This design comes from an exercise in tuning for small area and few clock cycles per item on the open sky130 flow, not from production work. Function was checked by simulation only, so behaviour that the tests miss may differ from the original.

==> flow/design.v <==
module	dblcordicpll (
		input	wire			i_clk,
		input	wire			i_reset,
		input	wire			i_ld,
		input	wire	[31:0]		i_step,
		input	wire			i_ce,
		input	wire	signed	[15:0]	i_input,
		input	wire	[4:0]		i_lgcoeff,
		output	wire	[15:0]		o_err,
		output	wire	[31:0]		o_phase,
		output	wire			pd_done
	);
	reg	[31:0]		r_phase, r_step;
	reg	signed	[15:0]	fil_sin, fil_cos;
	reg	[3:0]		lg;
	reg			st_rot, st_f1, st_vld, st_vec, st_done, st_post;
	reg	[3:0]		cm;	 
	wire	[15:0]		nfil_cos, nfil_sin;	 
	wire	signed [31:0]	pcorr;			 
	reg	signed	[23:0]	xv, yv;
	reg	signed	[31:0]	ph;
	wire	idle = !(st_rot || st_f1 || st_vld || st_vec || st_done);
	wire	last_rot = (cm == 4'd8);
	wire	last_vec = (cm == 4'd10);
	wire	[3:0]	lga = lg - 4'd1;	 
	always @(posedge i_clk)
	if (i_reset)
	begin
		st_rot  <= 1'b0;
		st_f1   <= 1'b0;
		st_vld  <= 1'b0;
		st_vec  <= 1'b0;
		st_done <= 1'b0;
		st_post <= 1'b0;
	end else begin
		st_rot  <= i_ce || (st_rot && !last_rot);
		st_f1   <= st_rot && last_rot;
		st_vld  <= st_f1;
		st_vec  <= st_vld || (st_vec && !last_vec);
		st_done <= st_vec && last_vec;
		st_post <= st_done;
	end
	always @(posedge i_clk)
	if (i_ce)
		cm <= 4'd1;
	else if (st_f1)
		cm <= { 1'b0, lga[3:1] };
	else if (st_vld)
		cm <= 4'd0;
	else
		cm <= cm + 4'd1;
	always @(posedge i_clk)
	if (i_ce)
		lg <= i_lgcoeff[3:0];
	wire	e23 = yv[23] ? !((&yv) && xv[22]) : ((~|yv) && xv[22]);
	wire	same = st_done && (yv[23] == e23);
	wire	[29:0]	ca = ctab | { 22'd0, same, 2'b00, {3{same}}, {2{st_done}} };
	reg	[29:0]	cb, ctab;
	always @(*)
	case ({ idle, st_rot, cm })
	6'h20, 6'h21, 6'h22, 6'h23, 6'h24, 6'h25, 6'h26, 6'h27, 6'h28, 6'h29,
	6'h2a, 6'h2b, 6'h2c, 6'h2d, 6'h2e, 6'h2f,
	6'h30, 6'h31, 6'h32, 6'h33, 6'h34, 6'h35, 6'h36, 6'h37, 6'h38, 6'h39,
	6'h3a, 6'h3b, 6'h3c, 6'h3d, 6'h3e, 6'h3f: ctab = 30'h12e4051d;
	6'h11: ctab = 30'h09fb385b;
	6'h12: ctab = 30'h028b0d43;
	6'h13: ctab = 30'h00a2f61e;
	6'h14: ctab = 30'h0028be53;
	6'h15: ctab = 30'h000a2f98;
	6'h16: ctab = 30'h00028be6;
	6'h17: ctab = 30'h0000a2f9;
	6'h18: ctab = 30'h000028be;
	6'h01: ctab = 30'h051111d4;
	6'h02: ctab = 30'h0145d7e1;
	6'h03: ctab = 30'h00517c55;
	6'h04: ctab = 30'h00145f2e;
	6'h05: ctab = 30'h000517cc;
	6'h06: ctab = 30'h000145f3;
	6'h07: ctab = 30'h0000517c;
	6'h08: ctab = 30'h0000145f;
	6'h09: ctab = 30'h00000517;
	6'h0a: ctab = 30'h00000145;
		default: ctab = 30'h0;
	endcase
	always @(*)
	case ({ st_rot, cm })
	5'h11: cb = 30'h051111d4;
	5'h12: cb = 30'h0145d7e1;
	5'h13: cb = 30'h00517c55;
	5'h14: cb = 30'h00145f2e;
	5'h15: cb = 30'h000517cc;
	5'h16: cb = 30'h000145f3;
	5'h17: cb = 30'h0000517c;
	5'h18: cb = 30'h0000145f;
	5'h00: cb = 30'h09fb385b;
	5'h01: cb = 30'h028b0d43;
	5'h02: cb = 30'h00a2f61e;
	5'h03: cb = 30'h0028be53;
	5'h04: cb = 30'h000a2f98;
	5'h05: cb = 30'h00028be6;
	5'h06: cb = 30'h0000a2f9;
	5'h07: cb = 30'h000028be;
	5'h08: cb = 30'h00000a2f;
	5'h09: cb = 30'h0000028b;
	5'h0a: cb = 30'h000000a2;
	5'h0b: cb = 30'h0000004e;
	default: cb = 30'h0;
	endcase
	wire	[31:0]	nco = ~r_phase;
	wire	[2:0]	q = nco[31:29];
	wire	[31:0]	rp = { {2{nco[29]}}, nco[29:0] };
	wire		re = !nco[29];	 
	wire	[1:0]	vq = { nfil_cos[15], nfil_sin[15] };
	wire	signed [15:0]	nsrc = idle ? i_input : (vq == 2'b10) ? nfil_cos : nfil_sin;
	wire	signed [17:0]	nval = -{ {2{nsrc[15]}}, nsrc };
	wire	signed [23:0]	n4 = { nval, 6'd0 };
	wire	signed [23:0]	n2 = { nval[17], nval, 5'd0 };
	wire	signed [23:0]	p4 = { {2{i_input[15]}}, i_input, 6'd0 };
	wire	signed [23:0]	p2 = { {3{i_input[15]}}, i_input, 5'd0 };
	wire	signed [23:0]	fx = { {2{nfil_cos[15]}}, nfil_cos, 6'd0 };
	wire	signed [23:0]	fy = { {2{nfil_sin[15]}}, nfil_sin, 6'd0 };
	reg	signed [23:0]	lx, ly;
	always @(*)
	if (idle)
		case (q)
		3'b001, 3'b010: begin lx = n4; ly = re ? n2 : p2; end
		3'b011, 3'b100: begin lx = re ? p2 : n2; ly = n4; end
		3'b101, 3'b110: begin lx = p4; ly = re ? p2 : n2; end
		default:        begin lx = re ? n2 : p2; ly = p4; end
		endcase
	else
		case (vq)
		2'b10:   begin lx = fy; ly = n4; end
		2'b11:   begin lx = n4; ly = fx; end
		default: begin lx = fx; ly = fy; end
		endcase
	reg	[2:0]	vp;
	always @(*)
	case (vq)
	2'b01: vp = 3'h7;
	2'b10: vp = 3'h3;
	2'b11: vp = 3'h5;
	default: vp = 3'h1;
	endcase
	wire	[4:0]	sa = { cm, 1'b0 };
	wire		lshift = st_done || st_post;
	wire	[4:0]	sb = { lshift ? lga[3:1] : cm, 1'b1 };
	wire		ea = idle ? re : st_rot ? !ph[31] : yv[23];
	wire	signed [23:0]	xsfa = xv >>> sa;
	wire	signed [23:0]	ysfa = yv >>> sa;
	wire	[23:0]	xsa = { xsfa[23:4], st_rot ? 4'd0 : xsfa[3:0] };
	wire	[23:0]	ysa = { ysfa[23:4], st_rot ? 4'd0 : ysfa[3:0] };
	wire	[23:0]	xa, ya;
	wire	[31:0]	pa;
	wire		eax = !st_vld && ea;
	wire		eay = st_vld || ea;
	bkadd #(.W(24)) axa (.a(st_vld ? { fil_sin, 8'd0 } : xv), .b(ysa ^ {24{eax}}),  .ci(eax),  .s(xa));
	bkadd #(.W(24)) aya (.a(st_vld ? { fil_cos, 8'd0 } : yv), .b(xsa ^ {24{!eay}}), .ci(!eay), .s(ya));
	bkadd #(.W(32)) apa (.a(idle ? rp : ph), .b({ 2'b00, ca } ^ {32{ea}}), .ci(ea), .s(pa));
	wire		eb = st_rot ? !pa[31] : ya[23];
	wire	[31:0]	pfs;
	wire	signed [23:0]	xsfb = $signed(lshift ? pfs[31:8] : xa) >>> sb;
	wire	signed [23:0]	ysfb = $signed(lshift ? pfs[23:0] : ya) >>> sb;
	wire	[23:0]	xsb = { xsfb[23:4], st_rot ? 4'd0 : xsfb[3:0] };
	wire	[23:0]	ysb = { ysfb[23:4], st_rot ? 4'd0 : ysfb[3:0] };
	wire	[23:0]	xb, yb;
	wire	[31:0]	pb;
	bkadd #(.W(24)) axb (.a(xa), .b(ysb ^ {24{eb}}),  .ci(eb),  .s(xb));
	bkadd #(.W(24)) ayb (.a(ya), .b(xsb ^ {24{!eb}}), .ci(!eb), .s(yb));
	wire		lsub = st_done || st_post;
	wire	[31:0]	pba = (st_f1 || st_done) ? r_phase : st_post ? r_step : pa;
	wire	[31:0]	pbb = st_f1 ? r_step : lsub ? ~pcorr : ({ 2'b00, cb } ^ {32{eb}});
	bkadd #(.W(32)) apb (.a(pba), .b(pbb), .ci(lsub || (eb && !st_f1)), .s(pb));
	wire	[15:0]	tr_cos, tr_sin;
	filt1 fc (.v(xv), .f(fil_cos), .t(tr_cos));
	filt1 fs (.v(yv), .f(fil_sin), .t(tr_sin));
	assign	nfil_cos = ya[23:8];
	assign	nfil_sin = xa[23:8];
	always @(posedge i_clk)
	if (i_reset)
	begin
		fil_cos <= 16'd0;
		fil_sin <= 16'd0;
	end else if (st_vld)
	begin
		fil_cos <= nfil_cos;
		fil_sin <= nfil_sin;
	end
	wire	signed [31:0]	pfin = st_post ? ph : pa;
	assign	pfs = lg[0] ? pfin : (pfin >>> 1);
	assign	pcorr = { xsfb, ysfb[7:0] };
	always @(posedge i_clk)
	if (i_ce || st_vld)
	begin
		xv <= lx;
		yv <= ly;
	end else if (st_f1)
	begin
		xv <= lga[0] ? { tr_cos[15], tr_cos, 7'd0 } : { tr_cos, 8'd0 };
		yv <= lga[0] ? { tr_sin[15], tr_sin, 7'd0 } : { tr_sin, 8'd0 };
	end else begin
		xv <= xb;
		yv <= yb;
	end
	always @(posedge i_clk)
	if (i_ce)
		ph <= pa;
	else if (st_vld)
		ph <= { vp, 29'd0 };
	else if (st_done)
		ph <= pcorr >>> 2;
	else
		ph <= pb;
	always @(posedge i_clk)
	if (i_reset)
		r_phase <= 32'd0;
	else if (st_done || st_f1)
		r_phase <= pb;
	always @(posedge i_clk)
	if (i_reset)
		r_step <= 32'd0;
	else if (i_ld)
		r_step <= i_step;
	else if (st_post)
		r_step <= pb;
	assign	pd_done = st_done;
	assign	o_err   = pa[31:16];
	assign	o_phase = r_phase;
endmodule
module	bkadd #(parameter W = 24) (
		input	wire	[W-1:0]	a, b,
		input	wire		ci,
		output	wire	[W-1:0]	s
	);
	localparam N = W + 1;			 
	localparam L = (N > 32) ? 6 : (N > 16) ? 5 : (N > 8) ? 4 : (N > 4) ? 3 : (N > 2) ? 2 : 1;
	wire [N-1:0] g [0:2*L];
	wire [N-1:0] p [0:2*L];
	assign g[0] = { a & b, ci };
	assign p[0] = { a ^ b, 1'b0 };
	genvar i, j;
	generate
	for (i = 0; i < L; i = i + 1) begin : UP
		for (j = 0; j < N; j = j + 1) begin : N_
			if ((j % (2 << i)) == (2 << i) - 1) begin : OP
				assign g[i+1][j] = g[i][j] | (p[i][j] & g[i][j - (1 << i)]);
				assign p[i+1][j] = p[i][j] & p[i][j - (1 << i)];
			end else begin : PASS
				assign g[i+1][j] = g[i][j];
				assign p[i+1][j] = p[i][j];
			end
		end
	end
	for (i = L - 2; i >= 0; i = i - 1) begin : DN
		for (j = 0; j < N; j = j + 1) begin : N_
			if ((j >= (3 << i) - 1) && ((j - ((3 << i) - 1)) % (2 << i) == 0)) begin : OP
				assign g[2*L-1-i][j] = g[2*L-2-i][j] | (p[2*L-2-i][j] & g[2*L-2-i][j - (1 << i)]);
				assign p[2*L-1-i][j] = p[2*L-2-i][j] & p[2*L-2-i][j - (1 << i)];
			end else begin : PASS
				assign g[2*L-1-i][j] = g[2*L-2-i][j];
				assign p[2*L-1-i][j] = p[2*L-2-i][j];
			end
		end
	end
	endgenerate
	assign s = p[0][N-1:1] ^ g[2*L-1][N-2:0];
endmodule
module	filt1 (
		input	wire	[23:0]	v,
		input	wire	[15:0]	f,
		output	wire	[15:0]	t
	);
	wire		c = v[6] & (v[7] | v[5] | v[4]);
	wire	[15:0]	pm, d;
	rcadd #(.W(16)) ar (.a(v[22:7]), .b(16'd0), .ci(c), .s(pm));
	rcadd #(.W(16)) ad (.a(pm), .b(~f), .ci(1'b1), .s(d));
	rcadd #(.W(16)) at (.a(d), .b({ d[15], d[15:1] }), .ci(1'b0), .s(t));
endmodule
module rcadd #(parameter W = 16) (input [W-1:0] a, b, input ci, output [W-1:0] s, output co);
	wire [W:0] c; assign c[0] = ci;
	genvar i;
	generate for (i = 0; i < W; i = i + 1) begin : BIT
		assign s[i] = a[i] ^ b[i] ^ c[i];
		assign c[i+1] = (a[i] & b[i]) | (c[i] & (a[i] ^ b[i]));
	end endgenerate
	assign co = c[W];
endmodule
make LEC_CHECK=0 ABC_AREA=1 CAP_MARGIN=20 CORE_MARGIN=2 CORE_UTILIZATION=40 PLACE_DENSITY=0.6 SLEW_MARGIN=20 finish   # period 10.0 ns
run.sh (not shown) runs the stock make flow with config.mk's settings and CLKGATE_MAP_FILE= SYNTH_SCRIPT=/design/flow/synth_recipe.tcl, a recipe that flattens the netlist after the stock synthesis.
Testbench counts at the start, summed over its fixed seeds: cycles 88,320, items 3,840.
Edit:
--- a/flow/design.v
+++ b/flow/design.v
@@ -16,7 +16,6 @@
 	reg			st_rot, st_f1, st_vld, st_vec, st_done, st_post;
 	reg	[3:0]		cm;	 
 	wire	[15:0]		nfil_cos, nfil_sin;	 
-	wire	signed [31:0]	pcorr;			 
 	reg	signed	[23:0]	xv, yv;
 	reg	signed	[31:0]	ph;
 	wire	idle = !(st_rot || st_f1 || st_vld || st_vec || st_done);
@@ -152,10 +151,8 @@
 	wire	[23:0]	ysa = { ysfa[23:4], st_rot ? 4'd0 : ysfa[3:0] };
 	wire	[23:0]	xa, ya;
 	wire	[31:0]	pa;
-	wire		eax = !st_vld && ea;
-	wire		eay = st_vld || ea;
-	bkadd #(.W(24)) axa (.a(st_vld ? { fil_sin, 8'd0 } : xv), .b(ysa ^ {24{eax}}),  .ci(eax),  .s(xa));
-	bkadd #(.W(24)) aya (.a(st_vld ? { fil_cos, 8'd0 } : yv), .b(xsa ^ {24{!eay}}), .ci(!eay), .s(ya));
+	bkadd #(.W(24)) axa (.a(xv), .b(ysa ^ {24{ea}}),  .ci(ea),  .s(xa));
+	bkadd #(.W(24)) aya (.a(yv), .b(xsa ^ {24{!ea}}), .ci(!ea), .s(ya));
 	bkadd #(.W(32)) apa (.a(idle ? rp : ph), .b({ 2'b00, ca } ^ {32{ea}}), .ci(ea), .s(pa));
 	wire		eb = st_rot ? !pa[31] : ya[23];
 	wire	[31:0]	pfs;
@@ -167,15 +164,12 @@
 	wire	[31:0]	pb;
 	bkadd #(.W(24)) axb (.a(xa), .b(ysb ^ {24{eb}}),  .ci(eb),  .s(xb));
 	bkadd #(.W(24)) ayb (.a(ya), .b(xsb ^ {24{!eb}}), .ci(!eb), .s(yb));
-	wire		lsub = st_done || st_post;
-	wire	[31:0]	pba = (st_f1 || st_done) ? r_phase : st_post ? r_step : pa;
-	wire	[31:0]	pbb = st_f1 ? r_step : lsub ? ~pcorr : ({ 2'b00, cb } ^ {32{eb}});
-	bkadd #(.W(32)) apb (.a(pba), .b(pbb), .ci(lsub || (eb && !st_f1)), .s(pb));
+	bkadd #(.W(32)) apb (.a(pa), .b({ 2'b00, cb } ^ {32{eb}}), .ci(eb), .s(pb));
 	wire	[15:0]	tr_cos, tr_sin;
 	filt1 fc (.v(xv), .f(fil_cos), .t(tr_cos));
 	filt1 fs (.v(yv), .f(fil_sin), .t(tr_sin));
-	assign	nfil_cos = ya[23:8];
-	assign	nfil_sin = xa[23:8];
+	bkadd #(.W(16)) afc (.a(fil_cos), .b(xsfa[23:8]), .ci(1'b0), .s(nfil_cos));
+	bkadd #(.W(16)) afs (.a(fil_sin), .b(ysfa[23:8]), .ci(1'b0), .s(nfil_sin));
 	always @(posedge i_clk)
 	if (i_reset)
 	begin
@@ -188,7 +182,7 @@
 	end
 	wire	signed [31:0]	pfin = st_post ? ph : pa;
 	assign	pfs = lg[0] ? pfin : (pfin >>> 1);
-	assign	pcorr = { xsfb, ysfb[7:0] };
+	wire	signed [31:0]	pcorr = { xsfb, ysfb[7:0] };
 	always @(posedge i_clk)
 	if (i_ce || st_vld)
 	begin
@@ -211,18 +205,23 @@
 		ph <= pcorr >>> 2;
 	else
 		ph <= pb;
+	wire		lsub = st_done || st_post;
+	wire	[31:0]	la = st_post ? r_step : r_phase;
+	wire	[31:0]	lb = lsub ? ~pcorr : r_step;
+	wire	[31:0]	lsum;
+	bkadd #(.W(32)) aloop (.a(la), .b(lb), .ci(lsub), .s(lsum));
 	always @(posedge i_clk)
 	if (i_reset)
 		r_phase <= 32'd0;
 	else if (st_done || st_f1)
-		r_phase <= pb;
+		r_phase <= lsum;
 	always @(posedge i_clk)
 	if (i_reset)
 		r_step <= 32'd0;
 	else if (i_ld)
 		r_step <= i_step;
 	else if (st_post)
-		r_step <= pb;
+		r_step <= lsum;
 	assign	pd_done = st_done;
 	assign	o_err   = pa[31:16];
 	assign	o_phase = r_phase;
The changed run completed with no timing, DRC or antenna violations.
Worst setup slack is better by 0.13 ns.
Global-route usage goes down by 2.9 points.
Area after synthesis goes up by 5.1%.
Worst hold slack is better by 0.0092 ns.
Design area goes up by 1.0%.
Non-clock buffer count goes down by 170.
Count of clock-buffer cells in the layout goes down by 1.
Via count barely changes.
Cell count goes up by 0.41%.
Clock skew goes up by 0.0054 ns.
Register-to-register slack is better by 0.13 ns.
Sequential share of layout area goes down by 0.14 points.
Testbench counts after the change, summed over its fixed seeds: cycles 88,320, items 3,840.

## separate check: timing with driven ports
The results above use ideal ports. As a check the final layouts listed here were re-extracted and re-timed, cells and wires unchanged.
Step 1 assumes that a clkbuf_16 drives the clock port and a buf_2 every other input.
Step 2 moves the port delays by t, midway between the first and last clock arrival at a register: inputs arrive t later, outputs are due t later. That takes back most of the time a late clock gives input paths.
a / b / c = ideal ports / drivers / drivers and shift; a / b = the first two.
| run | t (ns) | setup slack, ns | worst setup path at the end |
|---|---|---|---|
| the first run | 0.584 | 0.438 / 0.438 / 0.438 | register to register |
| the second run | 0.589 | 0.568 / 0.568 / 0.568 | register to register |
After both steps setup and hold are still met in every run listed.
